This design comes from an exercise in tuning for small area, a short achievable clock period and few clock cycles on the open sky130 flow, not from production work. At most, simulation tests tie the RTL to the original design; equivalence was not proved. The RTL of runs 2 to 6 was laid out without a check of its function. Power and IR drop assume default switching activity.

[flow/config.mk]
export PLATFORM = sky130hd
export DESIGN_NAME = axi_lite_slave
export DESIGN_NICKNAME = axi_lite_slave
export VERILOG_FILES = /design/flow/design.v
export SDC_FILE = /design/flow/constraint.sdc
export NUM_CORES = 4
export LEC_CHECK = 0
export CAP_MARGIN = 20
export CORE_MARGIN = 2
export CORE_UTILIZATION = 40
export SLEW_MARGIN = 20
[flow/constraint.sdc]
create_clock -name core_clock -period 5.0 [get_ports {clk}]
set_input_delay 1.0000 -clock core_clock [delete_from_list [all_inputs] [get_ports {clk}]]
set_output_delay 1.0000 -clock core_clock [all_outputs]
set_load 0.01 [all_outputs]
[flow/design.v]
module axi_lite_slave #(
    parameter ADDR_WIDTH = 6,
    parameter DATA_WIDTH = 32
)(
    input  logic                   clk,
    input  logic                   resetn,
    input  logic [ADDR_WIDTH-1:0]  AWADDR,
    input  logic                   AWVALID,
    output logic                   AWREADY,
    input  logic [DATA_WIDTH-1:0]  WDATA,
    input  logic                   WVALID,
    output logic                   WREADY,
    output logic [1:0]             BRESP,
    output logic                   BVALID,
    input  logic                   BREADY,
    input  logic [ADDR_WIDTH-1:0]  ARADDR,
    input  logic                   ARVALID,
    output logic                   ARREADY,
    output logic [DATA_WIDTH-1:0]  RDATA,
    output logic [1:0]             RRESP,
    output logic                   RVALID,
    input  logic                   RREADY
);
    logic [DATA_WIDTH-1:0] mem[0:(1<<ADDR_WIDTH)-1];
    assign BRESP = 2'b00;
    assign RRESP = 2'b00;
    logic [ADDR_WIDTH-1:0] wa_q;
    logic [DATA_WIDTH-1:0] wd_q;
    logic                  wa_v, wd_v;
    logic [2:0]            bcnt;        
    wire aw_hs = AWVALID && AWREADY;
    wire w_hs  = WVALID && WREADY;
    wire b_hs  = BVALID && BREADY;
    wire wgo   = wa_v && wd_v;          
    wire wa_v_n = aw_hs || (wa_v && !wgo);
    wire wd_v_n = w_hs  || (wd_v && !wgo);
    wire [2:0] bcnt_n = bcnt + {2'b00, wa_v_n && wd_v_n} - {2'b00, b_hs};
    always_ff @(posedge clk) begin
        if (aw_hs) wa_q <= AWADDR;
        if (w_hs)  wd_q <= WDATA;
        if (wgo)   mem[wa_q] <= wd_q;
    end
    always_ff @(posedge clk or negedge resetn) begin
        if (!resetn) begin
            wa_v    <= 1'b0;
            wd_v    <= 1'b0;
            bcnt    <= 3'd0;
            BVALID  <= 1'b0;
            AWREADY <= 1'b0;
            WREADY  <= 1'b0;
        end else begin
            wa_v    <= wa_v_n;
            wd_v    <= wd_v_n;
            bcnt    <= bcnt_n;
            BVALID  <= (bcnt_n != 3'd0);
            AWREADY <= (!wa_v_n || wd_v_n) && (bcnt_n < 3'd4);
            WREADY  <= (!wd_v_n || wa_v_n) && (bcnt_n < 3'd4);
        end
    end
    logic [ADDR_WIDTH-1:0] q0, q1;
    logic                  q0_v, q1_v;
    wire ar_hs = ARVALID && ARREADY;
    wire rload = q0_v && (!RVALID || RREADY);
    wire q0_v_n = rload ? (q1_v || ar_hs) : (q0_v || ar_hs);
    wire q1_v_n = rload ? (q1_v && ar_hs) : (q1_v || (q0_v && ar_hs));
    wire rvalid_n = rload || (RVALID && !RREADY);
    wire [1:0] occ_n = {1'b0, q0_v_n} + {1'b0, q1_v_n} + {1'b0, rvalid_n};
    always_ff @(posedge clk) begin
        if (rload) RDATA <= mem[q0];
        if (rload || !q0_v) q0 <= q1_v ? q1 : ARADDR;
        if (ar_hs) q1 <= ARADDR;
    end
    always_ff @(posedge clk or negedge resetn) begin
        if (!resetn) begin
            q0_v    <= 1'b0;
            q1_v    <= 1'b0;
            RVALID  <= 1'b0;
            ARREADY <= 1'b0;
        end else begin
            q0_v    <= q0_v_n;
            q1_v    <= q1_v_n;
            RVALID  <= rvalid_n;
            ARREADY <= (occ_n != 2'd3);
        end
    end
endmodule
[flow/run.sh]
#!/bin/bash
# synth_recipe.tcl (not shown) runs the flow's synth.tcl, then flattens the netlist and writes it again
# the make line also repeats each setting of config.mk as NAME=value (left out here)
make -C /OpenROAD-flow-scripts/flow DESIGN_CONFIG=/design/flow/config.mk WORK_HOME=/design/flow/orfs CLKGATE_MAP_FILE= SYNTH_SCRIPT=/design/flow/synth_recipe.tcl finish
==> impl_metrics.env, run 1 <==
export IMPL_nFillCells=16500
export IMPL_cts_buffers=207
export IMPL_post_drt_via_cell_ratio=5.73
export IMPL_path_class="flop to flop"
export IMPL_p_total_w=0.0489
export IMPL_synth_cell_type_count=46
export IMPL_cts_sinks=2142
export IMPL_worst_slack_ps=1400
export IMPL_ant_nets=0
export IMPL_rows=165
export IMPL_fin_crit_ps=3600
export IMPL_routed_top_layer="met4"
export IMPL_path_max_fanout=40
export IMPL_core_um2=202000
export IMPL_async_flop_share_pct=0.560
export IMPL_fmax_ghz=0.278
export IMPL_cts_resized=0
export IMPL_initial_core_util_pct=40.2
export IMPL_seq_area_frac_synth_pct=79.2
export IMPL_gp_congestion=0.821
export IMPL_dr_wl_met2_mm=104
export IMPL_critPathLaunch="q0[1]$_DFFE_PP_"
export IMPL_slew_violations=0
export IMPL_avgSynthCellArea_um2=23.8
export IMPL_crit_path_start_kind="flop"
export IMPL_initialDrtViolationCount=4547
export IMPL_synth_area_um2=81100
export IMPL_hold_buffers=0
export IMPL_synthToLayoutAreaGrowth_pct=14.9
export IMPL_clkLatencyLatePin_ps=870
export IMPL_grt_pass1_vias=38000
export IMPL_nets=3770
export IMPL_synth_seq_cells=2142
export IMPL_synth_top_area_share_pct=78.9
export IMPL_synthFlopType="edfxtp_1"
export IMPL_pwr_density_cell_nw_per_um2=525
export IMPL_wl_met1_mm=81.4
export IMPL_routed_wl_met3_mm=14.8
export IMPL_wl_mm=207
export IMPL_synth_cells=3402
export IMPL_drc=0
export IMPL_max_slew_margin_pct=22.5
export IMPL_hpwl_mm=119
export IMPL_leakage_nw=28.7
export IMPL_final_core_util_pct=46.2
export IMPL_crit_reg2reg_launch="q0[1]$_DFFE_PP_"
export IMPL_p_sw_w=0.0143
export IMPL_antenna_found_initial=10
export IMPL_tns_ps=0
export IMPL_cts_root_buf="clkbuf_16"
export IMPL_htree_levels=4
export IMPL_grt_pass1_wl_mm=292
export IMPL_intPower_w=0.0346
export IMPL_drive_above_1_share_pct=29.3
export IMPL_track_usage_pct=20.2
export IMPL_vdd_ir_drop_max_v=0.000388
export IMPL_dr_pass1_iters=7
export IMPL_grt_max_degree=65
export IMPL_whs_ps=501
export IMPL_fin_crit_sh_pct=71.9
export IMPL_die_area_um2=206000
export IMPL_rsz0062_at_grt="false"
export IMPL_switching_share_pct=29.3
export IMPL_worstMarginPinSlew_ps=1160
export IMPL_status="timing/DRC/antenna clean"
export IMPL_cts_buffer_depth=3
export IMPL_cts_setup_buffers=0
export IMPL_worstSetupEndpointType="flop"
export IMPL_clk_pin_slew_ps=60
export IMPL_synth_area_leaders="edfxtp_1 (79%), mux4_2 (15%), mux2i_1 (0.70%)"
export IMPL_synth_warnings=1
export IMPL_die_w_um=454
export IMPL_gr_total_overflow=0
export IMPL_place_ws_ps=1210
export IMPL_vias=37600
export IMPL_maxCapViolCount=0
export IMPL_port_buffers=87
export IMPL_p_seq_share_pct=43.6
export IMPL_min_from="bcnt[0]$_DFF_PN0_"
export IMPL_io_pins=92
export IMPL_yosys_area_top_type="edfxtp_1"
export IMPL_tritoncts="yes"
export IMPL_hp_class="flop to flop"
export IMPL_synth_edf_count=2130
export IMPL_hold_violations=0
export IMPL_clockPowerShare_pct=31.4
export IMPL_p_comb_share_pct=25.0
export IMPL_worstPathRequired_ps=5570
export IMPL_routedWlPerCell_um=31.6
export IMPL_finalSetupViolations=0
export IMPL_finClkSkew_ps=79.2
export IMPL_critPathArrivalTime_ps=4170
export IMPL_die_height_um=454
[power groups by stage]
stage	logic [W]	registers, W	clock network [W]
3_3_place_gp	0.0122	0.0217	0
3_5_place_dp	0.0123	0.0217	0
5_1_grt	0.0128	0.0213	0.0163
4_1_cts	0.0123	0.0213	0.0156
2_1_floorplan	0.00733	0.0217	0
6_report	0.0122	0.0213	0.0154
[kinds of logic (layout without fill, tap and decap cells)]
family / Yosys count / after routing / synth area share [%]
AO/OA/AOI/OAI: 205 / 205 / 1.62
buffers and inverters: 192 / 677 / 1.36
flip-flops: 2142 / 2142 / 79.2
XOR/XNOR: 2 / 2 / 0.0216
AND/OR/NAND/NOR: 224 / 224 / 1.25
other: 1 / 5 / 0.00462
adder cells (fa/ha/maj): 4 / 4 / 0.0802
multiplexers: 632 / 632 / 16.4
[cells in the final DEF, fill, tap and decap left out, drive strengths merged, types with 57 or more instances in the layout]
| cell type | n |
|---|---|
| o22ai | 91 |
| clkdlybuf4s50 | 87 |
| buf | 195 |
| clkinv | 98 |
| a21oi | 58 |
| edfxtp | 2130 |
| mux4 | 557 |
| mux2i | 57 |
| nor2 | 127 |
| clkbuf | 258 |
[layout make-up]
| class | count | area (um^2) | share of cell area (%) |
|---|---|---|---|
| Tap cell | 2672 | 3340 | 3.59 |
| Clock buffer | 258 | 5440 | 5.83 |
| Antenna cell | 1 | 2.50 | 0.00268 |
| Timing Repair Buffer | 282 | 2650 | 2.85 |
| Clock inverter | 126 | 1230 | 1.32 |
| Sequential cell | 2142 | 64300 | 68.9 |
| Inverter | 11 | 41.3 | 0.0443 |
| Multi-Input combinational cell | 1071 | 16200 | 17.4 |
[metrics by stage]
step / cells / cell area (um^2)
after global placement: 6169 / 86400
final: 6563 / 93200
after floorplan: 3405 / 81100
after global routing: 6563 / 93200
after detailed placement: 6172 / 86400
after CTS: 6556 / 93100
[registers in the layout (all words and copies together) (netlist names), 3 cells and up]
register and count:
mem 2048, RDATA 32, wd_q 32, q0 6
q1 6, wa_q 6, bcnt 3
[worst max-delay path, stage by stage (launching register included)]
cell      delay, ps
edfxtp_1        850
buf_12          320
buf_4           380
mux4_2          360
mux4_2          550
o22ai_1         650
nor2_1          120
[final timing paths]
check	end	slack, ps	cells past startpoint
setup / recovery	RDATA[21]$_DFFE_PP_	1400	6
hold / removal	bcnt[0]$_DFF_PN0_	500	1
setup reg to reg	RDATA[21]$_DFFE_PP_	1400	6
hold reg to reg	bcnt[0]$_DFF_PN0_	500	1
max in group asynchronous	q1_v$_DFF_PN0_	4080	1
min in group asynchronous	BVALID$_DFF_PN0_	530	1
[routing by layer]
metal,track usage [%],vias up
li1,-,15200
met1,27.3,20500
met4,7.05,0
met5,0,-
met2,33.4,1627
met3,3.06,285
[Yosys cell counts (2+ instances only)]
| library cell | number |
|---|---|
| o2111ai_1 | 4 |
| or3_1 | 3 |
| o22ai_1 | 91 |
| or2_2 | 5 |
| a22oi_1 | 3 |
| a221oi_1 | 2 |
| mux4_2 | 557 |
| ha_1 | 2 |
| a211oi_1 | 2 |
| nand2b_1 | 12 |
| a21oi_1 | 58 |
| inv_1 | 11 |
| o21a_1 | 2 |
| buf_1 | 22 |
| nor2_1 | 127 |
| buf_8 | 3 |
| nor3_1 | 4 |
| nand3_1 | 8 |
| mux2_2 | 18 |
| clkbuf_1 | 57 |
| dfrtp_1 | 12 |
| edfxtp_1 | 2130 |
| and2_1 | 5 |
| mux2i_1 | 57 |
| o21ai_0 | 4 |
| fa_1 | 2 |
| a21o_1 | 3 |
| a31oi_1 | 3 |
| buf_2 | 47 |
| or3b_2 | 6 |
| buf_4 | 27 |
| o221ai_1 | 29 |
| nand3b_1 | 6 |
| nor2b_1 | 13 |
| buf_6 | 25 |
| a2111oi_0 | 2 |
| nand2_1 | 31 |
Testbench counts, summed over its fixed seeds: cycles 3,216.
==> inputs of run 2 (changes only) <==
--- a/flow/design.v
+++ b/flow/design.v
@@ -23,3 +23,4 @@
 );
-    logic [DATA_WIDTH-1:0] mem[0:(1<<ADDR_WIDTH)-1];
+    localparam NWORDS = 1 << ADDR_WIDTH;
+    logic [DATA_WIDTH-1:0] mem[0:NWORDS-1];
     assign BRESP = 2'b00;
@@ -36,3 +37,11 @@
     wire wd_v_n = w_hs  || (wd_v && !wgo);
-    wire [2:0] bcnt_n = bcnt + {2'b00, wa_v_n && wd_v_n} - {2'b00, b_hs};
+    wire pair   = wa_v_n && wd_v_n;     
+    logic [2:0] bcnt_n;
+    always_comb begin
+        case ({pair, b_hs})
+            2'b10:   bcnt_n = bcnt + 3'd1;
+            2'b01:   bcnt_n = bcnt - 3'd1;
+            default: bcnt_n = bcnt;
+        endcase
+    end
     always_ff @(posedge clk) begin
@@ -40,4 +49,10 @@
         if (w_hs)  wd_q <= WDATA;
-        if (wgo)   mem[wa_q] <= wd_q;
     end
+    genvar gi;
+    generate
+        for (gi = 0; gi < NWORDS; gi = gi + 1) begin : g_word
+            always_ff @(posedge clk)
+                if (wgo && wa_q == gi) mem[gi] <= wd_q;
+        end
+    endgenerate
     always_ff @(posedge clk or negedge resetn) begin
@@ -55,7 +70,8 @@
             BVALID  <= (bcnt_n != 3'd0);
-            AWREADY <= (!wa_v_n || wd_v_n) && (bcnt_n < 3'd4);
-            WREADY  <= (!wd_v_n || wa_v_n) && (bcnt_n < 3'd4);
+            AWREADY <= (!wa_v_n || wd_v_n) && !bcnt_n[2];
+            WREADY  <= (!wd_v_n || wa_v_n) && !bcnt_n[2];
         end
     end
-    logic [ADDR_WIDTH-1:0] q0, q1;
+    logic [NWORDS-1:0]     q0_oh;
+    logic [ADDR_WIDTH-1:0] q1;
     logic                  q0_v, q1_v;
@@ -67,5 +83,14 @@
     wire [1:0] occ_n = {1'b0, q0_v_n} + {1'b0, q1_v_n} + {1'b0, rvalid_n};
+    wire [ADDR_WIDTH-1:0] q0_src = q1_v ? q1 : ARADDR;
+    logic [DATA_WIDTH-1:0] rd;
+    always_comb begin
+        rd = '0;
+        for (int i = 0; i < NWORDS; i++)
+            rd = rd | ({DATA_WIDTH{q0_oh[i]}} & mem[i]);
+    end
     always_ff @(posedge clk) begin
-        if (rload) RDATA <= mem[q0];
-        if (rload || !q0_v) q0 <= q1_v ? q1 : ARADDR;
+        if (rload) RDATA <= rd;
+        if (rload || !q0_v)
+            for (int i = 0; i < NWORDS; i++)
+                q0_oh[i] <= (q0_src == i);
         if (ar_hs) q1 <= ARADDR;
--- a/flow/config.mk
+++ b/flow/config.mk
@@ -7,2 +7,3 @@
 export LEC_CHECK = 0
+export ABC_CLOCK_PERIOD_IN_PS = 2400
 export CAP_MARGIN = 20
@@ -10,2 +11,3 @@
 export CORE_UTILIZATION = 40
+export SETUP_SLACK_MARGIN = 2.6
 export SLEW_MARGIN = 20
==> impl_metrics.env, run 2 <==
export IMPL_layout_common_cells="edfxtp_1 (2,188), a22o_1 (512), a221oi_1 (403), buf_4 (247), clkbuf_16 (208)"
export IMPL_critical_path_cell_chain="buf_12 -> buf_4 -> a22o_1 -> a221oi_1 -> nand4_1 -> or4_1"
export IMPL_synth_cell_type_count=42
export IMPL_status="timing/DRC/antenna clean"
export IMPL_post_drt_via_cell_ratio=6.12
export IMPL_largest_register="mem"
export IMPL_die_w_um=446
export IMPL_r2r_slack_ps=2010
export IMPL_place_inst=6509
export IMPL_crit_reg2reg_launch="q0_oh[59]$_DFFE_PP_"
export IMPL_grt_pass1_vias=41800
export IMPL_initial_core_util_pct=40.2
export IMPL_rows=162
export IMPL_grt_pass1_wl_mm=328
export IMPL_nets=4365
export IMPL_worstSetupEndpointType="flop"
export IMPL_avgSynthCellArea_um2=20.4
export IMPL_critPathBufInv=2
export IMPL_hold_end="bcnt[0]$_DFF_PN0_"
export IMPL_synth_edf_count=2188
export IMPL_initialDrtViolationCount=5933
export IMPL_antenna_found_initial=22
export IMPL_gr_total_overflow=0
export IMPL_largest_reg_flops=2048
export IMPL_synth_seq_cells=2200
export IMPL_leakage_nw=29.3
export IMPL_grt_max_degree=65
export IMPL_synthToLayoutAreaGrowth_pct=19.3
export IMPL_seq_area_frac_synth_pct=84.3
export IMPL_final_core_util_pct=48.0
export IMPL_die_height_um=446
export IMPL_core_um2=195000
export IMPL_cts_buffers=205
export IMPL_place_area_um2=83300
export IMPL_crit_path_start_kind="flop"
export IMPL_whs_ps=515
export IMPL_worstPathRequired_ps=5590
export IMPL_crit_family="simple AND/OR/NAND/NOR gates"
export IMPL_path_max_fanout=6
export IMPL_hold_violations=0
export IMPL_ant_nets=0
export IMPL_top_regs="mem (2048), q0_oh (64)"
export IMPL_htree_levels=4
export IMPL_drive_above_1_share_pct=20.4
export IMPL_dr_pass1_iters=6
export IMPL_routedWlPerCell_um=33.4
export IMPL_yosysMostFrequentCell="edfxtp_1"
export IMPL_clk_pin_slew_ps=60
export IMPL_synth_warnings=2
export IMPL_track_usage_pct=23.6
export IMPL_tritoncts="yes"
export IMPL_port_buffers=87
export IMPL_hpwl_mm=128
export IMPL_final_cells=7114
export IMPL_synth_cells=3831
export IMPL_yosys_area_top_type="edfxtp_1"
export IMPL_fmax_ghz=0.335
export IMPL_critPathArrivalTime_ps=3580
export IMPL_post_route_cell_area_um2=93400
export IMPL_cts_buffer_depth=3
export IMPL_slowest_delay_ps=730
export IMPL_maxCapViolCount=0
export IMPL_finalSetupViolations=0
export IMPL_pwr_density_cell_nw_per_um2=508
export IMPL_drc=0
export IMPL_cts_sinks=2200
export IMPL_yosys_top_cells_count="edfxtp_1 (2,188), a22o_1 (512), a221oi_1 (511), nor2_1 (134), nand4_1 (130)"
export IMPL_fin_crit_ps=2990
export IMPL_hp_class="flop to flop"
export IMPL_layout_commonest_cell="edfxtp_1"
export IMPL_clkLatencyLatePin_ps=870
export IMPL_min_from="bcnt[0]$_DFF_PN0_"
export IMPL_rr_worst_depth=6
export IMPL_synth_top_area_share_pct=83.9
export IMPL_gp_congestion=0.898
export IMPL_synth_area_um2=78300
export IMPL_max_slew_margin_pct=32.7
export IMPL_worst_r2r_endpoint="RDATA[9]$_DFFE_PP_"
export IMPL_min_path_cells=1
export IMPL_slew_violations=0
export IMPL_synth_area_leaders="edfxtp_1 (84%), a22o_1 (5.7%), a221oi_1 (5.7%)"
export IMPL_cts_root_buf="clkbuf_16"
export IMPL_io_pins=92
export IMPL_synthFlopType="edfxtp_1"
export IMPL_path_class="flop to flop"
export IMPL_wl_mm=238
export IMPL_rsz0062_at_grt="true"
export IMPL_vias=43500
export IMPL_die_area_um2=199000
export IMPL_worstMarginPinSlew_ps=1010
export IMPL_tns_ps=0
export IMPL_async_flop_share_pct=0.545
export IMPL_vdd_ir_drop_max_v=0.000504
export IMPL_fin_crit_sh_pct=59.7
export IMPL_crit_slowest_cell="or4_1"
export IMPL_finClkSkew_ps=54.3
## run 2: cell types whose count changed in the layout (fill, tap and decap cells not counted), sizes merged, moves of 55 or more
cell,previous run,this run
o22ai,91,4
a221oi,2,512
mux2i,57,1
edfxtp,2130,2188
a21oi,58,3
buf,195,408
mux4,557,0
a22o,0,513
nand4,0,130
## run 2: power breakdown
group          internal [W]  total [W]  switching, W  leakage [nW]
clock               0.00823     0.0150       0.00676          3.10
sequential           0.0213     0.0216      0.000275          19.9
combinational       0.00349     0.0108       0.00735          6.27
## run 2: per-stage QoR
step           worst slack, ps  power, W
2_1_floorplan             2100    0.0267
3_3_place_gp              1360    0.0309
3_5_place_dp              1470    0.0310
4_1_cts                   2150    0.0472
5_1_grt                   2000    0.0486
6_report                  2010    0.0474
## run 2: logic make-up (layout without fill, tap and decap cells)
family	count (synthesis)	after routing	share of synthesized area, %
flip-flops	2200	2200	84.3
AO/OA/AOI/OAI	1044	1044	11.7
AND/OR/NAND/NOR	356	367	2.36
buffers and inverters	223	858	1.55
adder cells (fa/ha/maj)	3	3	0.0671
XOR/XNOR	3	3	0.0336
other	1	14	0.00479
multiplexers	1	1	0.0128
## run 2: what timing repair did
item | CTS | global route
hold buffers | 0 | 0
pin swaps | 163 | 49
buffers inserted | 169 | 18
setup endpoints to repair | 1799 | 1150
gates resized for setup | 421 | 52
gates cloned | 31 | 0
## run 2: how the worst max path moves through the flow
stage / start / cells after the start / end
after CTS: q0_oh[38]$_DFFE_PP_ / 6 / RDATA[6]$_DFFE_PP_
final: q0_oh[59]$_DFFE_PP_ / 6 / RDATA[9]$_DFFE_PP_
after detailed placement: WVALID / 11 / BVALID$_DFF_PN0_
after global routing: q0_oh[30]$_DFFE_PP_ / 6 / RDATA[9]$_DFFE_PP_
after floorplan: wa_v$_DFF_PN0_ / 4 / mem[15][0]$_DFFE_PP_
after global placement: WVALID / 11 / BVALID$_DFF_PN0_
## run 2: final cells by class
cell class / instances / area, um^2
repair buffers: 466 / 5110
inverters: 16 / 60.1
multi-input cells: 1422 / 12500
diodes: 10 / 25.0
clock buffers: 259 / 5400
clock inverters: 117 / 1010
fillers: 15900 / 101000
flip-flops and latches: 2200 / 66000
well taps: 2624 / 3280
## run 2: worst reg2reg max path, delay by kind of cell, from the launching register on
kind	cells	cell delay, ps
AOI/OAI and AO/OA	2	450
buffers and inverters	2	360
DFF	1	480
and+or+nand+nor	2	1430
## run 2: metal layers
layer	vias up	routed length (um)	GRT usage, %
li1	17700	-	-
met1	22800	89800	31.1
met3	495	23100	4.93
met4	16	14100	12.5
met5	-	103	0
met2	2478	111000	36.9
==> inputs of run 3 (changes only) <==
--- a/flow/config.mk
+++ b/flow/config.mk
@@ -7,3 +7,2 @@
 export LEC_CHECK = 0
-export ABC_CLOCK_PERIOD_IN_PS = 2400
 export CAP_MARGIN = 20
@@ -11,3 +10,2 @@
 export CORE_UTILIZATION = 40
-export SETUP_SLACK_MARGIN = 2.6
 export SLEW_MARGIN = 20
==> impl_metrics.env, run 3 <==
export IMPL_max_slew_margin_pct=22.3
export IMPL_synth_cells=3831
export IMPL_whs_ps=499
export IMPL_seq_area_frac_synth_pct=84.3
export IMPL_drc=0
export IMPL_crit_slowest_cell="or4_2"
export IMPL_cts_buffers=213
export IMPL_yosys_top_cells_count="edfxtp_1 (2,188), a22o_1 (512), a221oi_1 (511), nor2_1 (134), nand4_1 (130)"
export IMPL_cts_sinks=2200
export IMPL_core_um2=195000
export IMPL_htree_levels=4
export IMPL_die_height_um=446
export IMPL_crit_path_start_kind="flop"
export IMPL_largest_register="mem"
export IMPL_synth_top_area_share_pct=83.9
export IMPL_critical_path_cell_chain="inv_2 -> or4_2 -> nor2_4 -> buf_4"
export IMPL_worstMarginPinSlew_ps=1160
export IMPL_worstSetupEndpointType="flop"
export IMPL_port_buffers=87
export IMPL_vias=41500
export IMPL_grt_pass1_vias=39500
export IMPL_top_regs="mem (2048), q0_oh (64)"
export IMPL_rsz0062_at_grt="false"
export IMPL_ant_nets=0
export IMPL_worstPathRequired_ps=5520
export IMPL_avgSynthCellArea_um2=20.4
export IMPL_r2r_slack_ps=1820
export IMPL_initialDrtViolationCount=5582
export IMPL_synth_edf_count=2188
export IMPL_status="timing/DRC/antenna clean"
export IMPL_vdd_ir_drop_max_v=0.000334
export IMPL_layout_commonest_cell="edfxtp_1"
export IMPL_clkLatencyLatePin_ps=850
export IMPL_async_flop_share_pct=0.545
export IMPL_worst_path_stages=4
export IMPL_pwr_density_cell_nw_per_um2=514
export IMPL_min_from="bcnt[0]$_DFF_PN0_"
export IMPL_nets=4153
export IMPL_synth_area_leaders="edfxtp_1 (84%), a22o_1 (5.7%), a221oi_1 (5.7%)"
export IMPL_finClkSkew_ps=42.1
export IMPL_path_max_fanout=18
export IMPL_hold_violations=0
export IMPL_critPathBufInv=2
export IMPL_tritoncts="yes"
export IMPL_fin_crit_ps=3180
export IMPL_cts_setup_buffers=0
export IMPL_synthFlopType="edfxtp_1"
export IMPL_hp_class="flop to flop"
export IMPL_synth_seq_cells=2200
export IMPL_path_class="flop to flop"
export IMPL_hpwl_mm=123
export IMPL_synthToLayoutAreaGrowth_pct=15.0
export IMPL_largest_reg_flops=2048
export IMPL_min_path_cells=1
export IMPL_cts_root_buf="clkbuf_16"
export IMPL_nFillCells=16100
export IMPL_slowest_delay_ps=1130
export IMPL_fmax_ghz=0.315
export IMPL_synth_warnings=2
export IMPL_grt_pass1_wl_mm=302
export IMPL_slew_violations=0
export IMPL_crit_reg2reg_launch="wa_v$_DFF_PN0_"
export IMPL_leakage_nw=27.7
export IMPL_die_area_um2=199000
export IMPL_initial_core_util_pct=40.2
export IMPL_post_drt_via_cell_ratio=6.01
export IMPL_track_usage_pct=21.3
export IMPL_dr_pass1_iters=6
export IMPL_synth_area_um2=78300
export IMPL_gp_congestion=0.852
export IMPL_io_pins=92
export IMPL_yosys_area_top_type="edfxtp_1"
export IMPL_cts_buffer_depth=3
export IMPL_clk_pin_slew_ps=60
export IMPL_tns_ps=0
export IMPL_crit_family="simple AND/OR/NAND/NOR gates"
export IMPL_maxCapViolCount=0
export IMPL_finalSetupViolations=0
export IMPL_gr_total_overflow=0
export IMPL_worst_r2r_endpoint="mem[9][1]$_DFFE_PP_"
export IMPL_layout_common_cells="edfxtp_1 (2,188), a22o_1 (512), a221oi_1 (511), clkbuf_16 (214), buf_4 (161)"
export IMPL_critPathArrivalTime_ps=3700
export IMPL_antenna_found_initial=27
export IMPL_rr_worst_depth=4
export IMPL_hold_end="bcnt[0]$_DFF_PN0_"
export IMPL_fin_crit_sh_pct=63.5
export IMPL_hold_buffers=0
export IMPL_routedWlPerCell_um=31.3
export IMPL_grt_max_degree=65
export IMPL_wl_mm=216
export IMPL_cts_resized=0
export IMPL_drive_above_1_share_pct=12.6
export IMPL_die_w_um=446
export IMPL_yosysMostFrequentCell="edfxtp_1"
export IMPL_rows=162
export IMPL_synth_cell_type_count=42
-- run 3: cell counts after synthesis --
Identical to the previous run, type by type.
-- run 3: worst register-to-register path, delay by kind of cell (launching register included) --
| kind | cells | cell delay, ps |
|---|---|---|
| buffers and inverters | 2 | 500 |
| flip-flops | 1 | 420 |
| AND/OR/NAND/NOR | 2 | 1940 |
-- run 3: report_power, final --
part           switching [W]  internal (W)
clock network        0.00693       0.00877
registers           0.000237        0.0213
logic                0.00654       0.00250
-- run 3: cell families after synthesis --
logic type | Yosys count | share of synthesized area [%]
buffers and inverters | 223 | 1.55
AOI/OAI and AO/OA | 1044 | 11.7
DFF | 2200 | 84.3
adders and majority gates | 3 | 0.0671
xor gates and xnor gates | 3 | 0.0336
and+or+nand+nor | 356 | 2.36
other | 1 | 0.00479
muxes | 1 | 0.0128
-- run 3: metal layers --
layer	global-route usage, %	vias to the layer above	share of wire (%)
met1	30.9	21800	42
met5	0	-	0.019
met4	5.82	6	2.6
met2	33.1	2138	47
met3	4.01	325	9.3
li1	-	17200	-
-- run 3: cell type report --
cell class | count | area, um^2 | area share (%)
Inverter | 16 | 60.1 | 0.0667
Clock buffer | 258 | 5560 | 6.18
Sequential cell | 2200 | 66000 | 73.3
Clock inverter | 136 | 1280 | 1.42
Multi-Input combinational cell | 1411 | 11600 | 12.8
Tap cell | 2624 | 3280 | 3.65
Timing Repair Buffer | 257 | 2290 | 2.54
Antenna cell | 3 | 7.51 | 0.00834
-- run 3: stage by stage --
stage | std cells | cell area, um^2 | power [W] | util, % | setup WS, ps
final | 6905 | 90000 | 0.0463 | 46.2 | 1820
after global routing | 6902 | 90000 | 0.0476 | 46.2 | 1740
after CTS | 6896 | 89900 | 0.0464 | 46.2 | 1790
after detailed placement | 6502 | 83100 | 0.0309 | 42.6 | 1540
after global placement | 6499 | 83000 | 0.0308 | 42.6 | 1490
after floorplan | 3834 | 78300 | 0.0267 | - | 1720
-- run 3: worst max path at each step --
stage | from | to | slack [ps]
after floorplan | WVALID | BVALID$_DFF_PN0_ | 1720
after CTS | wa_v$_DFF_PN0_ | mem[4][2]$_DFFE_PP_ | 1790
after global routing | wa_v$_DFF_PN0_ | mem[9][5]$_DFFE_PP_ | 1740
final | wa_v$_DFF_PN0_ | mem[9][1]$_DFFE_PP_ | 1820
after global placement | AWVALID | BVALID$_DFF_PN0_ | 1490
after detailed placement | AWVALID | BVALID$_DFF_PN0_ | 1540
==> inputs of run 4 (changes only) <==
--- a/flow/design.v
+++ b/flow/design.v
@@ -91,7 +91,14 @@
     always_ff @(posedge clk) begin
-        if (rload) RDATA <= rd;
-        if (rload || !q0_v)
-            for (int i = 0; i < NWORDS; i++)
-                q0_oh[i] <= (q0_src == i);
         if (ar_hs) q1 <= ARADDR;
+    end
+    always_ff @(posedge clk or negedge resetn) begin
+        if (!resetn) begin
+            RDATA <= '0;
+            q0_oh <= '0;
+        end else begin
+            if (rload) RDATA <= rd;
+            if (rload || !q0_v)
+                for (int i = 0; i < NWORDS; i++)
+                    q0_oh[i] <= (q0_src == i);
+        end
     end
--- a/flow/config.mk
+++ b/flow/config.mk
@@ -7,2 +7,3 @@
 export LEC_CHECK = 0
+export ABC_CLOCK_PERIOD_IN_PS = 2300
 export CAP_MARGIN = 20
@@ -10,2 +11,3 @@
 export CORE_UTILIZATION = 40
+export SETUP_SLACK_MARGIN = 2.7
 export SLEW_MARGIN = 20
==> impl_metrics.env, run 4 <==
export IMPL_crit_path_start_kind="flop"
export IMPL_avgSynthCellArea_um2=19.1
export IMPL_worstSetupEndpointType="output pin"
export IMPL_critical_path_cell_chain="buf_6"
export IMPL_path_max_fanout=3
export IMPL_vias=51800
export IMPL_gr_total_overflow=0
export IMPL_nFillCells=15900
export IMPL_gp_congestion=0.888
export IMPL_drive_above_1_share_pct=21.0
export IMPL_leakage_nw=29.8
export IMPL_layout_commonest_cell="edfxtp_1"
export IMPL_cts_root_buf="clkbuf_16"
export IMPL_synthFlopType="edfxtp_1"
export IMPL_post_drt_via_cell_ratio=6.96
export IMPL_clkLatencyLatePin_ps=880
export IMPL_finalSetupViolations=0
export IMPL_die_height_um=447
export IMPL_synth_edf_count=2092
export IMPL_grt_pass1_vias=47000
export IMPL_cts_buffers=208
export IMPL_yosys_top_cells_count="edfxtp_1 (2,092), a22oi_1 (512), a22o_1 (277), a221oi_1 (230), nand4_1 (130)"
export IMPL_clk_pin_slew_ps=60
export IMPL_vdd_ir_drop_max_v=0.000359
export IMPL_synth_warnings=2
export IMPL_drc=0
export IMPL_synth_area_um2=78500
export IMPL_hold_buffers=0
export IMPL_routedWlPerCell_um=46.2
export IMPL_synthToLayoutAreaGrowth_pct=19.7
export IMPL_worstPathRequired_ps=4000
export IMPL_rsz0062_at_grt="true"
export IMPL_worst_slack_ps=2360
export IMPL_path_class="flop to output pin"
export IMPL_finClkSkew_ps=59.8
export IMPL_max_slew_margin_pct=24.9
export IMPL_grt_pass1_wl_mm=444
export IMPL_hp_class="input port to asynchronous set/reset pin"
export IMPL_track_usage_pct=33.8
export IMPL_largest_reg_flops=2048
export IMPL_die_w_um=447
export IMPL_rows=162
export IMPL_top_regs="mem (2048), q0_oh (64)"
export IMPL_cts_sinks=2200
export IMPL_grt_max_degree=70
export IMPL_port_buffers=87
export IMPL_slowest_delay_ps=600
export IMPL_synth_area_leaders="edfxtp_1 (80%), a22oi_1 (4.9%), dfrtp_1 (3.4%)"
export IMPL_layout_common_cells="edfxtp_1 (2,092), a22oi_1 (511), buf_4 (303), a22o_1 (277), a221oi_1 (220)"
export IMPL_seq_area_frac_synth_pct=83.4
export IMPL_initialDrtViolationCount=10600
export IMPL_nets=4672
export IMPL_synth_seq_cells=2200
export IMPL_dr_pass1_iters=6
export IMPL_io_pins=92
export IMPL_critPathBufInv=1
export IMPL_status="timing/DRC/antenna clean"
export IMPL_yosysMostFrequentCell="edfxtp_1"
export IMPL_critPathLaunch="RDATA[3]$_DFFE_PN0P_"
export IMPL_crit_family="flip-flops"
export IMPL_worstMarginPinSlew_ps=1130
export IMPL_synth_cell_type_count=46
export IMPL_largest_register="mem"
export IMPL_fmax_ghz=0.379
export IMPL_hpwl_mm=186
export IMPL_antenna_found_initial=19
export IMPL_synth_top_area_share_pct=80.0
export IMPL_async_flop_share_pct=4.91
export IMPL_place_ws_ps=1530
export IMPL_slew_violations=0
export IMPL_yosys_area_top_type="edfxtp_1"
export IMPL_fin_crit_ps=2640
export IMPL_fin_crit_sh_pct=52.8
export IMPL_maxCapViolCount=0
export IMPL_initial_core_util_pct=40.3
export IMPL_wl_mm=344
export IMPL_cts_buffer_depth=3
export IMPL_crit_slowest_cell="dfrtp_2"
export IMPL_hold_violations=0
export IMPL_tns_ps=0
export IMPL_core_um2=195000
export IMPL_ant_nets=0
export IMPL_tritoncts="yes"
export IMPL_synth_cells=4107
export IMPL_die_area_um2=200000
export IMPL_critPathArrivalTime_ps=1640
export IMPL_crit_reg2reg_launch="q0_oh[33]$_DFFE_PN0P_"
export IMPL_pwr_density_cell_nw_per_um2=448
export IMPL_htree_levels=4
## run 4: changes by cell type in the layout (fill, tap and decap cells not counted), moves of 35 or more
cell,previous run,this run
a221oi_1,511,220
buf_4,161,303
nand3_1,6,96
a22o_1,512,277
o21ai_0,1,40
a221oi_2,1,36
buf_12,2,94
clkdlybuf4s50_1,87,45
a22oi_1,1,511
edfxtp_1,2188,2092
buf_6,0,64
dfrtp_2,0,56
## run 4: final timing paths
| path | end | slack (ps) | depth (start not counted) |
|---|---|---|---|
| worst max-delay path | RDATA[3] | 2360 | 1 |
| worst min-delay path | bcnt[0]$_DFF_PN0_ | 190 | 1 |
| worst max register to register | RDATA[5]$_DFFE_PN0P_ | 2570 | 6 |
| worst min register to register | bcnt[0]$_DFF_PN0_ | 510 | 1 |
| max in group asynchronous | q0_oh[3]$_DFFE_PN0P_ | 3820 | 2 |
| min in group core_clock | bcnt[0]$_DFF_PN0_ | 510 | 1 |
## run 4: cells by family (layout without fill, tap and decap cells)
family | after synthesis | after routing | share of synthesized area, %
xor+xnor | 3 | 3 | 0.0335
buf+inv | 254 | 942 | 1.49
compound gates | 1137 | 1137 | 11.7
fa+ha+maj | 3 | 3 | 0.0669
flops | 2200 | 2200 | 83.4
mux | 1 | 1 | 0.0127
other cells | 1 | 25 | 0.00478
simple gates | 508 | 508 | 3.26
## run 4: layout make-up
cell class | count | area, um^2 | area share, %
timing repair buffer | 534 | 5670 | 6.03
antenna | 21 | 52.6 | 0.0559
clock inverter | 100 | 868 | 0.924
inverter | 18 | 67.6 | 0.0719
tap | 2624 | 3280 | 3.49
clock buffer | 290 | 5750 | 6.11
multi-input combinational | 1656 | 12600 | 13.4
sequential | 2200 | 65700 | 69.9
## run 4: where the power goes
part | internal, W | switching (W)
Sequential | 0.0211 | 0.000674
Combinational | 0.00145 | 0.00330
Clock | 0.00854 | 0.00697
## run 4: through the flow
stage,total power (W),util (%),instances,area [um^2],hold WS [ps]
floorplan,0.0238,-,4110,78800,450
global placement,0.0263,43.2,6821,84200,479
global route,0.0428,48.2,7424,94000,187
CTS,0.0417,47.8,7371,93100,149
finish,0.0421,48.2,7443,94000,190
detailed placement,0.0263,43.3,6830,84400,481
## run 4: timing repair
action                     4_1_cts  5_1_grt
setup endpoints to repair     1753      813
hold endpoints to repair         0        0
gates cloned                     0        2
resized for setup              314       95
pin swaps                       57       15
setup buffers                  151       49
## run 4: per-layer routing
| metal | up-vias | GRT usage, % | wire (um) |
|---|---|---|---|
| met1 | 26300 | 42.3 | 110000 |
| met5 | - | 0 | 54 |
| met4 | 10 | 23.6 | 31000 |
| li1 | 18500 | - | - |
| met3 | 1310 | 12.1 | 58300 |
| met2 | 5735 | 49.0 | 145000 |
==> inputs of run 5 (changes only) <==
--- a/flow/design.v
+++ b/flow/design.v
@@ -50,2 +50,18 @@
     end
+    localparam LO_W = ADDR_WIDTH / 2;
+    localparam HI_W = ADDR_WIDTH - LO_W;
+    wire [ADDR_WIDTH-1:0] wa_n = aw_hs ? AWADDR : wa_q;
+    logic [(1<<HI_W)-1:0] we_hi;        
+    logic [(1<<LO_W)-1:0] we_lo;        
+    always_ff @(posedge clk or negedge resetn) begin
+        if (!resetn) begin
+            we_hi <= '0;
+            we_lo <= '0;
+        end else begin
+            for (int j = 0; j < (1<<HI_W); j++)
+                we_hi[j] <= pair && (wa_n[ADDR_WIDTH-1:LO_W] == j);
+            for (int j = 0; j < (1<<LO_W); j++)
+                we_lo[j] <= (wa_n[LO_W-1:0] == j);
+        end
+    end
     genvar gi;
@@ -54,3 +70,3 @@
             always_ff @(posedge clk)
-                if (wgo && wa_q == gi) mem[gi] <= wd_q;
+                if (we_hi[gi >> LO_W] && we_lo[gi % (1<<LO_W)]) mem[gi] <= wd_q;
         end
--- a/flow/config.mk
+++ b/flow/config.mk
@@ -10,3 +10,5 @@
 export CORE_MARGIN = 2
-export CORE_UTILIZATION = 40
+export CORE_UTILIZATION = 70
+export CTS_CLUSTER_DIAMETER = 50
+export CTS_CLUSTER_SIZE = 30
 export SETUP_SLACK_MARGIN = 2.7
==> impl_metrics.env, run 5 <==
export IMPL_maxCapViolCount=0
export IMPL_cts_root_buf="clkbuf_16"
export IMPL_p_seq_share_pct=54.6
export IMPL_layout_commonest_cell="edfxtp_1"
export IMPL_largest_register="mem"
export IMPL_finClkSkew_ps=29.6
export IMPL_critPathBufInv=1
export IMPL_track_usage_pct=55.6
export IMPL_synthToLayoutAreaGrowth_pct=13.0
export IMPL_largest_reg_flops=2048
export IMPL_crit_path_start_kind="flop"
export IMPL_critPathArrivalTime_ps=1530
export IMPL_intPower_w=0.0295
export IMPL_synth_edf_count=2086
export IMPL_fin_crit_ps=2530
export IMPL_synth_cell_type_count=46
export IMPL_yosysMostFrequentCell="edfxtp_1"
export IMPL_path_max_fanout=2
export IMPL_place_ws_ps=1530
export IMPL_post_drt_via_cell_ratio=8.67
export IMPL_routedWlPerCell_um=53.3
export IMPL_worstPathRequired_ps=4000
export IMPL_worstMarginPinSlew_ps=1200
export IMPL_synth_top_area_share_pct=79.3
export IMPL_io_pins=92
export IMPL_switching_share_pct=27.2
export IMPL_ant_nets=0
export IMPL_initial_core_util_pct=70.4
export IMPL_synth_area_um2=79000
export IMPL_hp_class="input port to asynchronous set/reset pin"
export IMPL_worstSetupEndpointType="output pin"
export IMPL_synth_warnings=2
export IMPL_crit_slowest_cell="dfrtp_2"
export IMPL_p_comb_share_pct=12.0
export IMPL_hold_violations=0
export IMPL_p_sw_w=0.0110
export IMPL_synth_area_leaders="edfxtp_1 (79%), a22oi_1 (4.9%), dfrtp_1 (3.9%)"
export IMPL_drive_above_1_share_pct=17.5
export IMPL_grt_pass1_vias=48500
export IMPL_htree_levels=4
export IMPL_wl_mm=324
export IMPL_slowest_delay_ps=560
export IMPL_async_flop_share_pct=5.60
export IMPL_cts_buffers=147
export IMPL_port_buffers=87
export IMPL_clk_pin_slew_ps=90
export IMPL_cts_sinks=2216
export IMPL_initialDrtViolationCount=12700
export IMPL_tritoncts="yes"
export IMPL_worst_slack_ps=2470
export IMPL_final_cells=6081
export IMPL_pwr_density_cell_nw_per_um2=454
export IMPL_antenna_found_initial=16
export IMPL_hpwl_mm=169
export IMPL_crit_family="flip-flops"
export IMPL_place_inst=5675
export IMPL_synth_cells=4124
export IMPL_tns_ps=0
export IMPL_status="timing/DRC/antenna clean"
export IMPL_vias=52700
export IMPL_clockPowerShare_pct=33.4
export IMPL_rsz0062_at_grt="true"
export IMPL_grt_max_degree=73
export IMPL_rows=123
export IMPL_drc=0
export IMPL_synthFlopType="edfxtp_1"
export IMPL_path_class="flop to output pin"
export IMPL_leakage_nw=28.5
export IMPL_grt_pass1_wl_mm=419
export IMPL_clkLatencyLatePin_ps=810
export IMPL_core_um2=112000
export IMPL_seq_area_frac_synth_pct=83.3
export IMPL_vdd_ir_drop_max_v=0.000477
export IMPL_fin_crit_sh_pct=50.5
export IMPL_yosys_area_top_type="edfxtp_1"
export IMPL_layout_common_cells="edfxtp_1 (2,086), a22oi_1 (513), a22o_1 (277), buf_4 (244), a221oi_1 (237)"
export IMPL_die_w_um=340
export IMPL_synth_seq_cells=2216
export IMPL_cts_buffer_depth=3
export IMPL_die_height_um=340
export IMPL_die_area_um2=116000
export IMPL_max_slew_margin_pct=20.1
export IMPL_slew_violations=0
export IMPL_gp_congestion=0.917
export IMPL_nets=4489
export IMPL_fmax_ghz=0.396
export IMPL_whs_ps=279
export IMPL_gr_total_overflow=0
export IMPL_avgSynthCellArea_um2=19.2
export IMPL_dr_pass1_iters=10
export IMPL_critical_path_cell_chain="buf_6"
export IMPL_top_regs="mem (2048), q0_oh (64)"
export IMPL_finalSetupViolations=0
export IMPL_yosys_top_cells_count="edfxtp_1 (2,086), a22oi_1 (513), a22o_1 (277), a221oi_1 (239), nand4_1 (128)"
-- run 5: changes by cell type in the layout (fill, tap and decap cells not counted), sizes merged, moves of 6 or more --
cell and change:
and2 +61, buf -143, clkbuf -127, clkinv -42, dfrtp +16, dfxtp +6
edfxtp -6, inv +43, nor2 -51, nor2b -7
-- run 5: area by class of cell --
cell class	instances	area [um^2]
sequential	2216	66100
fill	5620	22900
multi-input combinational	1661	12300
clock buffer	166	4050
timing repair buffer	388	3590
tap	1500	1880
clock inverter	103	1300
inverter	21	78.8
antenna	26	65.1
-- run 5: per-layer routing --
layer | GRT usage [%] | part of all wire (%) | up-vias
li1 | - | - | 18100
met5 | 0 | 0.10 | -
met3 | 28.2 | 22 | 2006
met2 | 74.8 | 40 | 7202
met1 | 70.0 | 28 | 25400
met4 | 40.4 | 10 | 20
-- run 5: kinds of logic after synthesis --
logic type                 after synthesis  share of synthesized area (%)
AOI/OAI and AO/OA                     1138                           11.6
and+or+nand+nor                        505                           3.39
xor gates and xnor gates                 3                         0.0333
muxes                                    7                         0.0902
adders and majority gates                3                         0.0665
other                                    1                        0.00474
buffers and inverters                  251                           1.52
DFF                                   2216                           83.3
-- run 5: timing repair --
item,in CTS,in global routing
gates cloned,1,1
resized for setup,297,47
hold buffers,0,0
endpoints found under the setup margin,323,247
buffers inserted,56,53
pin swaps,4,10
-- run 5: power groups by stage --
stage	Sequential [W]	Combinational, W	Clock [W]
after floorplan	0.0224	0.00174	0
after global placement	0.0225	0.00385	0
after detailed placement	0.0225	0.00398	0
after CTS	0.0221	0.00428	0.0133
after global routing	0.0221	0.00488	0.0140
final	0.0221	0.00488	0.0135
-- run 5: through the flow --
step / cell area [um^2] / total power, W / utilization (%)
2_1_floorplan: 79100 / 0.0242 / -
3_3_place_gp: 82400 / 0.0263 / 73.4
3_5_place_dp: 82400 / 0.0265 / 73.4
4_1_cts: 88500 / 0.0397 / 78.9
5_1_grt: 89200 / 0.0410 / 79.5
6_report: 89300 / 0.0406 / 79.6
-- run 5: worst paths after layout --
path	slack, ps	from	depth (start not counted)	endpoint
worst min register to register	500	bcnt[0]$_DFF_PN0_	1	bcnt[0]$_DFF_PN0_
max in group asynchronous	3620	resetn	2	q0_oh[23]$_DFFE_PN0P_
worst max-delay path	2470	RDATA[2]$_DFFE_PN0P_	1	RDATA[2]
worst max register to register	2560	we_hi[6]$_DFF_PN0_	2	mem[49][28]$_DFFE_PP_
worst min-delay path	280	resetn	1	BVALID$_DFF_PN0_
min in group core_clock	500	bcnt[0]$_DFF_PN0_	1	bcnt[0]$_DFF_PN0_
-- run 5: worst register-to-register path, stage by stage, from the launching register on --
cell,delay (ps)
dfrtp_1,530
and2_2,550
buf_4,870
==> inputs of run 6 (changes only) <==
--- a/flow/config.mk
+++ b/flow/config.mk
@@ -10,5 +10,5 @@
 export CORE_MARGIN = 2
-export CORE_UTILIZATION = 70
-export CTS_CLUSTER_DIAMETER = 50
-export CTS_CLUSTER_SIZE = 30
+export CORE_UTILIZATION = 65
+export CTS_CLUSTER_DIAMETER = 60
+export CTS_CLUSTER_SIZE = 20
 export SETUP_SLACK_MARGIN = 2.7
==> impl_metrics.env, run 6 <==
export IMPL_synth_edf_count=2086
export IMPL_cts_buffers=143
export IMPL_wl_mm=329
export IMPL_intPower_w=0.0288
export IMPL_cts_sinks=2216
export IMPL_die_area_um2=124000
export IMPL_rsz0062_at_grt="true"
export IMPL_max_slew_margin_pct=21.9
export IMPL_synthToLayoutAreaGrowth_pct=11.9
export IMPL_track_usage_pct=52.1
export IMPL_nets=4468
export IMPL_avgSynthCellArea_um2=19.2
export IMPL_dr_pass1_iters=7
export IMPL_cts_root_buf="clkbuf_16"
export IMPL_synth_cell_type_count=46
export IMPL_synth_area_um2=79000
export IMPL_initial_core_util_pct=65.7
export IMPL_synth_seq_cells=2216
export IMPL_path_max_fanout=2
export IMPL_fmax_ghz=0.396
export IMPL_vdd_ir_drop_max_v=0.000409
export IMPL_initialDrtViolationCount=12600
export IMPL_critPathLaunch="RDATA[23]$_DFFE_PN0P_"
export IMPL_cts_buffer_depth=3
export IMPL_fin_crit_sh_pct=50.5
export IMPL_p_seq_share_pct=56.7
export IMPL_slew_violations=0
export IMPL_yosys_top_cells_count="edfxtp_1 (2,086), a22oi_1 (513), a22o_1 (277), a221oi_1 (239), nand4_1 (128)"
export IMPL_fin_crit_ps=2530
export IMPL_layout_commonest_cell="edfxtp_1"
export IMPL_synth_top_area_share_pct=79.3
export IMPL_leakage_nw=28.1
export IMPL_htree_levels=4
export IMPL_yosysMostFrequentCell="edfxtp_1"
export IMPL_crit_path_start_kind="flop"
export IMPL_grt_pass1_wl_mm=422
export IMPL_seq_area_frac_synth_pct=83.3
export IMPL_gp_congestion=0.907
export IMPL_critPathBufInv=1
export IMPL_crit_reg2reg_launch="q0_oh[9]$_DFFE_PN0P_"
export IMPL_finalSetupViolations=0
export IMPL_maxCapViolCount=0
export IMPL_tns_ps=0
export IMPL_io_pins=92
export IMPL_die_w_um=353
export IMPL_p_comb_share_pct=12.1
export IMPL_p_sw_w=0.0103
export IMPL_gr_total_overflow=0
export IMPL_post_drt_via_cell_ratio=8.44
export IMPL_critical_path_cell_chain="buf_6"
export IMPL_clkLatencyLatePin_ps=800
export IMPL_synth_warnings=2
export IMPL_crit_slowest_cell="dfrtp_2"
export IMPL_antenna_found_initial=17
export IMPL_hp_class="input port to asynchronous set/reset pin"
export IMPL_port_buffers=87
export IMPL_hold_violations=0
export IMPL_largest_register="mem"
export IMPL_switching_share_pct=26.2
export IMPL_pwr_density_cell_nw_per_um2=442
export IMPL_die_height_um=353
export IMPL_grt_pass1_vias=46900
export IMPL_rows=127
export IMPL_vias=51800
export IMPL_routedWlPerCell_um=53.5
export IMPL_core_um2=120000
export IMPL_crit_family="flip-flops"
export IMPL_drive_above_1_share_pct=16.0
export IMPL_clockPowerShare_pct=31.2
export IMPL_tritoncts="yes"
export IMPL_path_class="flop to output pin"
export IMPL_critPathArrivalTime_ps=1530
export IMPL_top_regs="mem (2048), q0_oh (64)"
export IMPL_whs_ps=264
export IMPL_grt_max_degree=90
export IMPL_layout_common_cells="edfxtp_1 (2,086), a22oi_1 (513), a22o_1 (277), a221oi_1 (237), buf_4 (220)"
export IMPL_hpwl_mm=172
export IMPL_worstSetupEndpointType="output pin"
export IMPL_worstMarginPinSlew_ps=1170
export IMPL_finClkSkew_ps=23.4
export IMPL_drc=0
export IMPL_async_flop_share_pct=5.60
export IMPL_slowest_delay_ps=580
export IMPL_ant_nets=0
export IMPL_worstPathRequired_ps=4000
export IMPL_synth_cells=4124
export IMPL_status="timing/DRC/antenna clean"
export IMPL_clk_pin_slew_ps=90
export IMPL_yosys_area_top_type="edfxtp_1"
export IMPL_synth_area_leaders="edfxtp_1 (79%), a22oi_1 (4.9%), dfrtp_1 (3.9%)"
export IMPL_largest_reg_flops=2048
export IMPL_synthFlopType="edfxtp_1"
-- run 6: cell counts after synthesis --
Identical to the previous run, type by type.
-- run 6: what timing repair did --
action / 4_1_cts / 5_1_grt
resized for setup: 272 / 58
gates cloned: 0 / 2
pin swaps: 5 / 8
buffers inserted: 35 / 52
hold buffers: 0 / 0
endpoints found under the setup margin: 284 / 204
-- run 6: cells by family after synthesis --
kind of cell / Yosys count / share of synthesized area (%)
buffers and inverters: 251 / 1.52
flip-flops: 2216 / 83.3
adder cells (fa/ha/maj): 3 / 0.0665
AND/OR/NAND/NOR: 505 / 3.39
other: 1 / 0.00474
multiplexers: 7 / 0.0902
AO/OA/AOI/OAI: 1138 / 11.6
XOR/XNOR: 3 / 0.0333
-- run 6: final timing paths --
check | to | slack, ps | cells after the start
max | RDATA[23] | 2470 | 1
max reg2reg | RDATA[24]$_DFFE_PN0P_ | 2570 | 5
min reg2reg | bcnt[0]$_DFF_PN0_ | 490 | 1
min in group core_clock | bcnt[0]$_DFF_PN0_ | 490 | 1
max in group asynchronous | q0_oh[36]$_DFFE_PN0P_ | 3520 | 2
min | bcnt[0]$_DFF_PN0_ | 260 | 1
-- run 6: cell type report --
cell class / instances / area (um^2)
tap: 1612 / 2020
fill: 7204 / 31800
multi-input combinational: 1660 / 12200
antenna: 17 / 42.5
sequential: 2216 / 66100
timing repair buffer: 372 / 3540
inverter: 21 / 78.8
clock inverter: 54 / 498
clock buffer: 193 / 4010
-- run 6: per-layer routing --
metal  GRT usage, %  vias to the layer above  wire length, um
met4           35.7                       26            30600
met2           70.2                     6444           132000
met1           67.7                    25700            97200
li1               -                    17900                -
met5          0.269                        -              203
met3           24.2                     1706            68600
-- run 6: power groups by stage --
| stage | clock (W) | sequential (W) | combinational [W] |
|---|---|---|---|
| global placement | 0 | 0.0225 | 0.00385 |
| floorplan | 0 | 0.0224 | 0.00174 |
| detailed placement | 0 | 0.0225 | 0.00397 |
| CTS | 0.0120 | 0.0221 | 0.00414 |
| finish | 0.0122 | 0.0222 | 0.00474 |
| global route | 0.0127 | 0.0221 | 0.00479 |
-- run 6: stage by stage --
step	cells	area, um^2	setup slack [ps]	total power, W	util [%]
after CTS	6073	87700	2490	0.0383	72.9
after detailed placement	5791	82600	1550	0.0265	68.7
after floorplan	4127	79100	2270	0.0242	-
after global placement	5790	82600	1460	0.0264	68.7
after global routing	6128	88400	2490	0.0396	73.5
final	6145	88500	2470	0.0391	73.5
==> inputs of run 7 (changes only) <==
--- a/flow/design.v
+++ b/flow/design.v
@@ -90,4 +90,4 @@
     end
+    logic [ADDR_WIDTH-1:0] q0, q1;
     logic [NWORDS-1:0]     q0_oh;
-    logic [ADDR_WIDTH-1:0] q1;
     logic                  q0_v, q1_v;
@@ -99,3 +99,3 @@
     wire [1:0] occ_n = {1'b0, q0_v_n} + {1'b0, q1_v_n} + {1'b0, rvalid_n};
-    wire [ADDR_WIDTH-1:0] q0_src = q1_v ? q1 : ARADDR;
+    wire [ADDR_WIDTH-1:0] q0_n = (rload || !q0_v) ? (q1_v ? q1 : ARADDR) : q0;
     logic [DATA_WIDTH-1:0] rd;
@@ -107,2 +107,5 @@
     always_ff @(posedge clk) begin
+        q0 <= q0_n;
+        for (int i = 0; i < NWORDS; i++)
+            q0_oh[i] <= (q0_n == i);
         if (ar_hs) q1 <= ARADDR;
@@ -110,11 +113,6 @@
     always_ff @(posedge clk or negedge resetn) begin
-        if (!resetn) begin
+        if (!resetn)
             RDATA <= '0;
-            q0_oh <= '0;
-        end else begin
-            if (rload) RDATA <= rd;
-            if (rload || !q0_v)
-                for (int i = 0; i < NWORDS; i++)
-                    q0_oh[i] <= (q0_src == i);
-        end
+        else if (rload)
+            RDATA <= rd;
     end
==> impl_metrics.env, run 7 <==
export IMPL_status="timing/DRC/antenna clean"
export IMPL_synth_warnings=2
export IMPL_worstPathRequired_ps=4000
export IMPL_nets=4372
export IMPL_hold_violations=0
export IMPL_worstMarginPinSlew_ps=1200
export IMPL_final_core_util_pct=73.2
export IMPL_final_cells=6065
export IMPL_maxCapViolCount=0
export IMPL_synth_area_um2=78800
export IMPL_crit_slowest_cell="dfrtp_2"
export IMPL_clockPowerShare_pct=31.1
export IMPL_initialDrtViolationCount=11900
export IMPL_fin_crit_ps=2500
export IMPL_gp_congestion=0.933
export IMPL_path_class="flop to output pin"
export IMPL_hpwl_mm=175
export IMPL_routedWlPerCell_um=53.0
export IMPL_worstSetupEndpointType="output pin"
export IMPL_p_comb_share_pct=14.3
export IMPL_slew_violations=0
export IMPL_post_drt_via_cell_ratio=8.42
export IMPL_drive_above_1_share_pct=16.3
export IMPL_largest_register="mem"
export IMPL_cts_buffers=144
export IMPL_tns_ps=0
export IMPL_leakage_nw=27.8
export IMPL_synth_top_area_share_pct=79.5
export IMPL_dr_pass1_iters=6
export IMPL_ant_nets=0
export IMPL_layout_commonest_cell="edfxtp_1"
export IMPL_die_w_um=352
export IMPL_fmax_ghz=0.400
export IMPL_synth_seq_cells=2222
export IMPL_antenna_found_initial=15
export IMPL_finClkSkew_ps=30.2
export IMPL_pwr_density_cell_nw_per_um2=472
export IMPL_crit_family="flip-flops"
export IMPL_synth_edf_count=2086
export IMPL_top_regs="mem (2048), q0_oh (64)"
export IMPL_critical_path_cell_chain="buf_6"
export IMPL_grt_pass1_wl_mm=418
export IMPL_synth_cells=4066
export IMPL_hp_class="input port to asynchronous set/reset pin"
export IMPL_seq_area_frac_synth_pct=83.4
export IMPL_critPathArrivalTime_ps=1500
export IMPL_slowest_delay_ps=550
export IMPL_wl_mm=322
export IMPL_rsz0062_at_grt="true"
export IMPL_tritoncts="yes"
export IMPL_layout_common_cells="edfxtp_1 (2,086), a22oi_1 (512), a22o_1 (256), a221oi_1 (210), buf_4 (190)"
export IMPL_synthFlopType="edfxtp_1"
export IMPL_switching_share_pct=27.8
export IMPL_core_um2=120000
export IMPL_io_pins=92
export IMPL_critPathBufInv=1
export IMPL_die_height_um=352
export IMPL_crit_path_start_kind="flop"
export IMPL_rows=127
export IMPL_synth_cell_type_count=44
export IMPL_yosys_area_top_type="edfxtp_1"
export IMPL_clk_pin_slew_ps=80
export IMPL_async_flop_share_pct=2.70
export IMPL_place_inst=5752
export IMPL_die_area_um2=124000
export IMPL_htree_levels=4
export IMPL_grt_max_degree=65
export IMPL_track_usage_pct=51.7
export IMPL_avgSynthCellArea_um2=19.4
export IMPL_yosysMostFrequentCell="edfxtp_1"
export IMPL_intPower_w=0.0299
export IMPL_cts_buffer_depth=3
export IMPL_path_max_fanout=2
export IMPL_largest_reg_flops=2048
export IMPL_clkLatencyLatePin_ps=800
export IMPL_cts_root_buf="clkbuf_16"
export IMPL_p_seq_share_pct=54.6
export IMPL_p_sw_w=0.0115
export IMPL_initial_core_util_pct=65.6
export IMPL_gr_total_overflow=0
export IMPL_drc=0
export IMPL_fin_crit_sh_pct=49.9
export IMPL_cts_sinks=2222
export IMPL_port_buffers=87
export IMPL_yosys_top_cells_count="edfxtp_1 (2,086), a22oi_1 (512), a22o_1 (256), a221oi_1 (216), nand4_1 (128)"
export IMPL_synthToLayoutAreaGrowth_pct=11.6
export IMPL_synth_area_leaders="edfxtp_1 (80%), a22oi_1 (4.9%), a22o_1 (2.8%)"
export IMPL_grt_pass1_vias=46700
export IMPL_hold_buffers=0
export IMPL_vias=51100
export IMPL_vdd_ir_drop_max_v=0.000466
export IMPL_max_slew_margin_pct=19.8
export IMPL_finalSetupViolations=0
[run 7: cell count changes after synthesis, sizes merged, moves of 21 or more]
cell    before  now
dfxtp        6   76
dfrtp      124   60
nor2        56  109
o21ai       45    6
nand2       72   38
clkbuf      89   63
a22o       277  256
[run 7: what timing repair did]
item,in CTS,in global routing
endpoints found under the setup margin,434,211
setup buffers,19,9
pin swaps,4,1
gates resized for setup,258,51
gates cloned,3,1
[run 7: cell families (layout without fill, tap and decap cells)]
logic type	Yosys count	in the layout	synth area share (%)
simple gates	512	516	3.40
xor+xnor	3	3	0.0334
fa+ha+maj	3	3	0.0667
flops	2222	2222	83.4
mux	14	14	0.183
buf+inv	230	587	1.46
other cells	1	27	0.00476
compound gates	1081	1081	11.5
[run 7: metal layers]
layer | global-route usage [%] | vias to the layer above | share of wire, %
met5 | 0 | - | 0.019
met4 | 35.8 | 10 | 9.3
met3 | 23.4 | 1680 | 20
met2 | 70.4 | 6637 | 41
met1 | 66.7 | 25100 | 30
li1 | - | 17700 | -
[run 7: power by group through the flow]
stage	clock network [W]	logic (W)	registers, W
3_5_place_dp	0	0.00523	0.0229
2_1_floorplan	0	0.00252	0.0226
6_report	0.0129	0.00592	0.0227
3_3_place_gp	0	0.00511	0.0229
5_1_grt	0.0134	0.00601	0.0226
4_1_cts	0.0128	0.00548	0.0225
[run 7: path summary, 6_finish.rpt]
check | start | end | slack [ps] | cells past startpoint
max | RDATA[7]$_DFFE_PN0P_ | RDATA[7] | 2500 | 1
min | resetn | bcnt[2]$_DFF_PN0_ | 380 | 1
max reg2reg | q0_oh[19]$_DFF_P_ | RDATA[27]$_DFFE_PN0P_ | 2580 | 6
min reg2reg | wa_q[5]$_DFF_P_ | wa_q[5]$_DFF_P_ | 490 | 1
max in group asynchronous | resetn | RDATA[26]$_DFFE_PN0P_ | 3490 | 2
min in group core_clock | wa_q[5]$_DFF_P_ | wa_q[5]$_DFF_P_ | 490 | 1
[run 7: per-stage QoR]
step	setup slack, ps	hold slack [ps]	area (um^2)	power (W)
final	2500	378	87900	0.0415
after global routing	2510	384	87800	0.0420
after CTS	2520	365	87600	0.0407
after detailed placement	1460	475	82300	0.0281
after global placement	1420	466	82300	0.0280
after floorplan	2270	455	78800	0.0251
[run 7: layout make-up]
class	count	area [um^2]
sequential	2222	65800
inverter	20	75.1
multi-input combinational	1621	12300
clock buffer	187	4140
clock inverter	71	771
tap	1612	2020
fill	7144	32200
antenna	23	57.6
timing repair buffer	309	2770
Testbench counts of run 7, summed over its fixed seeds: cycles 3,216.
==> inputs of run 8 (changes only) <==
--- a/flow/config.mk
+++ b/flow/config.mk
@@ -13,3 +13,3 @@
 export CTS_CLUSTER_SIZE = 20
-export SETUP_SLACK_MARGIN = 2.7
+export SETUP_SLACK_MARGIN = 3.0
 export SLEW_MARGIN = 20
==> impl_metrics.env, run 8 <==
export IMPL_status="timing/DRC/antenna clean"
export IMPL_grt_max_degree=65
export IMPL_crit_reg2reg_launch="we_lo[1]$_DFF_PN0_"
export IMPL_synthFlopType="edfxtp_1"
export IMPL_finalSetupViolations=0
export IMPL_die_area_um2=124000
export IMPL_clkLatencyLatePin_ps=790
export IMPL_vias=53000
export IMPL_pwr_density_cell_nw_per_um2=463
export IMPL_hpwl_mm=175
export IMPL_die_height_um=352
export IMPL_tns_ps=0
export IMPL_hold_buffers=0
export IMPL_slowest_delay_ps=550
export IMPL_synth_top_area_share_pct=79.5
export IMPL_clk_pin_slew_ps=80
export IMPL_fin_crit_ps=2510
export IMPL_htree_levels=4
export IMPL_multiInputGateArea_um2=12600
export IMPL_tritoncts="yes"
export IMPL_layout_commonest_cell="edfxtp_1"
export IMPL_initial_core_util_pct=65.6
export IMPL_slew_violations=0
export IMPL_antenna_found_initial=19
export IMPL_max_slew_margin_pct=19.3
export IMPL_synth_area_um2=78800
export IMPL_cts_buffers=144
export IMPL_synth_area_leaders="edfxtp_1 (80%), a22oi_1 (4.9%), a22o_1 (2.8%)"
export IMPL_top_regs="mem (2048), q0_oh (64)"
export IMPL_critPathBufInv=1
export IMPL_async_flop_share_pct=2.70
export IMPL_largest_reg_flops=2048
export IMPL_grt_pass1_vias=47700
export IMPL_routedWlPerCell_um=54.1
export IMPL_synth_seq_cells=2222
export IMPL_layout_common_cells="edfxtp_1 (2,086), a22oi_1 (512), buf_4 (258), a22o_1 (256), a221oi_1 (196)"
export IMPL_finClkSkew_ps=21.1
export IMPL_core_um2=120000
export IMPL_yosys_area_top_type="edfxtp_1"
export IMPL_busiest_layer="met2"
export IMPL_wl_mm=339
export IMPL_leakage_nw=29.1
export IMPL_synth_cells=4066
export IMPL_fin_crit_sh_pct=50.1
export IMPL_drc=0
export IMPL_cts_sinks=2222
export IMPL_path_max_fanout=2
export IMPL_final_core_util_pct=75.5
export IMPL_cts_root_buf="clkbuf_16"
export IMPL_rows=127
export IMPL_path_class="flop to output pin"
export IMPL_critical_path_cell_chain="buf_6"
export IMPL_crit_family="flip-flops"
export IMPL_synthToLayoutAreaGrowth_pct=15.2
export IMPL_hold_violations=0
export IMPL_seq_area_frac_synth_pct=83.4
export IMPL_synth_warnings=2
export IMPL_regArea_um2=65900
export IMPL_synth_cell_type_count=44
export IMPL_critPathArrivalTime_ps=1510
export IMPL_dr_pass1_iters=7
export IMPL_yosys_top_cells_count="edfxtp_1 (2,086), a22oi_1 (512), a22o_1 (256), a221oi_1 (216), nand4_1 (128)"
export IMPL_fmax_ghz=0.399
export IMPL_io_pins=92
export IMPL_nFillCells=6782
export IMPL_crit_slowest_cell="dfrtp_2"
export IMPL_synth_edf_count=2086
export IMPL_worstPathRequired_ps=4000
export IMPL_worstMarginPinSlew_ps=1210
export IMPL_die_w_um=352
export IMPL_gp_congestion=0.939
export IMPL_hp_class="input port to asynchronous set/reset pin"
export IMPL_drive_above_1_share_pct=20.8
export IMPL_worstSetupEndpointType="output pin"
export IMPL_grtUsageMet3_pct=25.8
export IMPL_grt_pass1_wl_mm=430
export IMPL_yosysMostFrequentCell="edfxtp_1"
export IMPL_gr_total_overflow=0
export IMPL_avgSynthCellArea_um2=19.4
export IMPL_cts_buffer_depth=3
export IMPL_post_drt_via_cell_ratio=8.47
export IMPL_vdd_ir_drop_max_v=0.000431
export IMPL_grt_use_met2_pct=71.9
export IMPL_grt_met1_usage_pct=66.9
export IMPL_ant_nets=0
export IMPL_initialDrtViolationCount=13100
export IMPL_track_usage_pct=53.4
export IMPL_largest_register="mem"
export IMPL_crit_path_start_kind="flop"
export IMPL_critPathLaunch="RDATA[7]$_DFFE_PN0P_"
export IMPL_rsz0062_at_grt="true"
export IMPL_nets=4562
export IMPL_maxCapViolCount=0
export IMPL_p_total_w=0.0420
export IMPL_port_buffers=87
## run 8: final timing paths
kind / slack, ps / endpoint / cells after the start
max: 2490 / RDATA[7] / 1
min: 350 / BVALID$_DFF_PN0_ / 1
max reg2reg: 2620 / mem[17][30]$_DFFE_PP_ / 2
min reg2reg: 540 / q0[4]$_DFF_P_ / 2
max in group asynchronous: 3280 / RDATA[29]$_DFFE_PN0P_ / 2
min in group core_clock: 540 / q0[4]$_DFF_P_ / 2
## run 8: final cells by class
cell class	instances	area share, %
flip-flops and latches	2222	72.7
multi-input cells	1631	13.9
repair buffers	489	5.77
clock buffers	194	4.57
well taps	1612	2.22
clock inverters	63	0.677
inverters	20	0.0897
diodes	27	0.0745
## run 8: power breakdown
group / leakage [nW] / internal [W] / switching (W)
Combinational: 6.63 / 0.00221 / 0.00458
Clock: 2.33 / 0.00634 / 0.00631
Sequential: 20.1 / 0.0215 / 0.00102
## run 8: what timing repair did
| item | in CTS | in global routing |
|---|---|---|
| setup endpoints to repair | 1188 | 580 |
| cloned | 7 | 12 |
| buffers inserted | 67 | 131 |
| pin swaps | 22 | 32 |
| resized for setup | 457 | 99 |
## run 8: per-layer routing
metal / wire length [um] / vias up
met5: 570 / -
met4: 34100 / 14
met3: 71100 / 1892
met2: 136000 / 7073
met1: 96600 / 26000
li1: - / 18100
## run 8: kinds of logic (layout without fill, tap and decap cells)
logic type,after synthesis,count (layout),synth area share (%)
AO/OA/AOI/OAI,1081,1081,11.5
XOR/XNOR,3,3,0.0334
adder cells (fa/ha/maj),3,3,0.0667
buffers and inverters,230,766,1.46
flip-flops,2222,2222,83.4
multiplexers,14,14,0.183
other,1,31,0.00476
AND/OR/NAND/NOR,512,526,3.40
## run 8: through the flow
stage | hold WS [ps] | setup slack, ps | instances | cell area [um^2]
global placement | 466 | 1420 | 5754 | 82400
floorplan | 455 | 2270 | 4069 | 78900
CTS | 356 | 2500 | 6088 | 88900
detailed placement | 489 | 1400 | 5757 | 82500
finish | 348 | 2490 | 6258 | 90700
global route | 366 | 2510 | 6232 | 90600
